From an optimization exercise on the open Yosys and OpenROAD flow, aimed at a short achievable clock period and few clock cycles; shortcuts taken in it are not production practice.
The RTL was checked by simulation tests, not by an equivalence proof against the original design.
Power and IR drop assume default switching activity.

== exp/nickel ==
Design myCPU, start of the top module:
module myCPU (
    input wire cpu_rst,
    input wire cpu_clk,
    output wire [13:0] inst_addr,
    input  wire [31:0] inst,
    output wire [31:0] Bus_addr,
    input  wire [31:0] Bus_rdata,
    output wire        Bus_wen,
    output wire [31:0] Bus_wdata
    , 
    output wire        debug_wb_have_inst,
    output wire [31:0] debug_wb_pc,
    output             debug_wb_ena,
    output wire [ 4:0] debug_wb_reg,
    output wire [31:0] debug_wb_value
);
  localparam NB = 8;             
  localparam NL = 4;             
  wire clk = cpu_clk;
  wire rst = cpu_rst;
  reg  [31:0] pc_f;
  reg  [13:0] pc_o;              
  reg  [13:0] pc_b;              
  reg         d_valid;
  reg  [31:0] d_inst;
  reg  [31:0] d_pc;
  reg  [31:0] d_pc4;
  reg         d_hit;
  reg         d_ptaken;
  reg         d_is_lui, d_is_auipc, d_is_jal, d_is_jalr, d_is_br, d_is_ld, d_is_st, d_is_alu;
  reg         d_use1, d_use2;
  reg         p_1E, p_2E, p_1M, p_2M, p_1W, p_2W;    
  reg  [31:1]  q_oh1, q_oh2;     
  reg         d_bpos, d_bneg;    
  reg         e_valid;
  reg  [31:0] e_pc;
  reg  [31:0] e_pc4;
  reg  [31:0] e_pnpc;
  reg  [31:0] e_a;
  reg  [31:0] e_b;
  reg  [31:0] e_sd;
  reg  [31:0] e_timm;
  reg  [31:0] m_fa, m_fb, m_fs, m_fxa;
  reg  [ 4:0] m_fxb;
  reg         e_t1, e_t0, e_m1, e_m0, e_uselt;
  reg         e_r_add, e_r_slt, e_r_sltu, e_r_and, e_r_or, e_r_xor, e_r_sll, e_r_sr, e_r_pre;
  reg         e_sub, e_sra, e_sgn;
  reg  [ 4:0] e_rd;
  reg         e_rfwe;
  reg         e_ld;
  reg         e_sw;
  reg         e_sbsh;
  reg  [ 2:0] e_f3;
  reg         e_br;
  reg         e_jal;
  reg         e_jalr;
  reg         e_tok;
  reg         e_nok;
  reg         e_ret;
  reg         e_call;
  reg         m_valid;
  reg  [31:0] m_pc;
  reg  [31:0] m_sum;
  reg  [31:0] m_oth;
  reg         m_add;
  reg  [ 4:0] m_rd;
  reg         m_rfwe;
  reg         m_ld;
  reg  [ 2:0] m_f3;
  reg  [31:0] m_addr;
  reg         m_sbsh;
  reg  [31:0] m_sd;
  reg         w_we;
  reg  [ 4:0] w_rd;
  reg  [31:0] w_val;
  reg  [31:1] w_sel;
  reg         o_have;
  reg  [31:0] o_pc;
  reg         o_ena;
  ...
Size in the first run: about 10000 cells after synthesis, roughly 120000 um^2 of cells after synthesis.
clock: 8.0 ns
lec_check: 0
cap_margin: 60
core_margin: 2
core_utilization: 45
setup_slack_margin: 5
slew_margin: 60
synth_hierarchical: 1
run.sh (not shown) runs the stock make flow with config.mk's settings and CLKGATE_MAP_FILE= SYNTH_SCRIPT=/design/flow/synth_recipe.tcl, a recipe that flattens the netlist after the stock synthesis.
Testbench counts of exp/nickel, summed over its fixed seeds: cycles 83,222.
[inputs] exp/juniper vs exp/nickel
- PLACE_DENSITY now 0.7, previously not set
- CAP_MARGIN now 20, was 60
- SLEW_MARGIN now 20, was 60
==> comparison <==
Higher final critical-path required period among exp/juniper and exp/nickel: exp/juniper. Worst setup path endpoint = inst_addr[4]: exp/nickel; worst setup path endpoint = pc_f[20]: exp/juniper. Number of clock buffers in the layout ended up 2 higher on exp/juniper than on exp/nickel. Taking exp/nickel as the reference, in exp/juniper switching power summed over all nets climbed 0.10 mW, maximum frequency dropped 3.5%, first-pass GRT wire length dropped about 2.8%.
Here is what was changed in the inputs of exp/maple compared with exp/juniper.
- PLACE_DENSITY: 0.7 -> unset
- CORE_UTILIZATION: 45 -> 50
Notes after the runs:
- Summary of exp/maple over exp/juniper: footprint of the flip-flops and latches neither gained nor lost much, clock network fraction of design power neither gained nor lost much.
- In the tables for exp/maple and exp/juniper, layout overhead on the synthesized area reads higher with exp/juniper.
- On post-route clock period utilization, exp/maple and exp/juniper are neck and neck.
Inputs modified between exp/maple and exp/pepper:
- swapping 50 for 45 in CORE_UTILIZATION
[summary]
Via count across exp/pepper and exp/maple: no real change. Compared with exp/maple, in exp/pepper sequential group share of total power went up by 0.2 points; standby leakage power rose 0.38%; number of cells in the finished layout apart from fillers went up by 393; number of fill cells up about 16%. For exp/pepper, the launching element of the worst setup path was q_oh2[18], unlike exp/maple, where it was pc_b[12]. Changes observed in exp/pepper relative to exp/maple: largest net degree at the start of global routing rose 7, total chip power rose 0.81%.

[static timing again, ports no longer ideal]
In the flow no input, the clock included, has a driving cell. The finished layouts below were timed again as built, in two steps.
Step 1 sets driving cells, clkbuf_16 on the clock port and buf_2 on the other inputs (assumed; they add their load-dependent delay and slew).
Step 2 also shifts input and output timing later by t, the mid clock arrival at the registers, as if the neighbouring blocks saw the same clock.
a / b / c = no drivers / after step 1 / after step 2; a / b = the first two.
| run | t (ns) | setup WS [ns] | worst setup path at the end |
|---|---|---|---|
| exp/nickel | 1.043 | 4.827 / 4.726 / 3.896 | input to register |
| exp/juniper | 1.060 | 4.713 / 4.671 / 3.697 | input to register |
| exp/maple | 1.078 | 4.718 / 4.700 / 3.733 | input to register |
| exp/pepper | 1.042 | 4.836 / 4.737 / 3.869 | input to register |
After both steps setup and hold are still met in every run listed. The setup slack of exp/juniper, which loses most, moves by -0.042 ns with the drivers and by -1.016 ns with both steps.
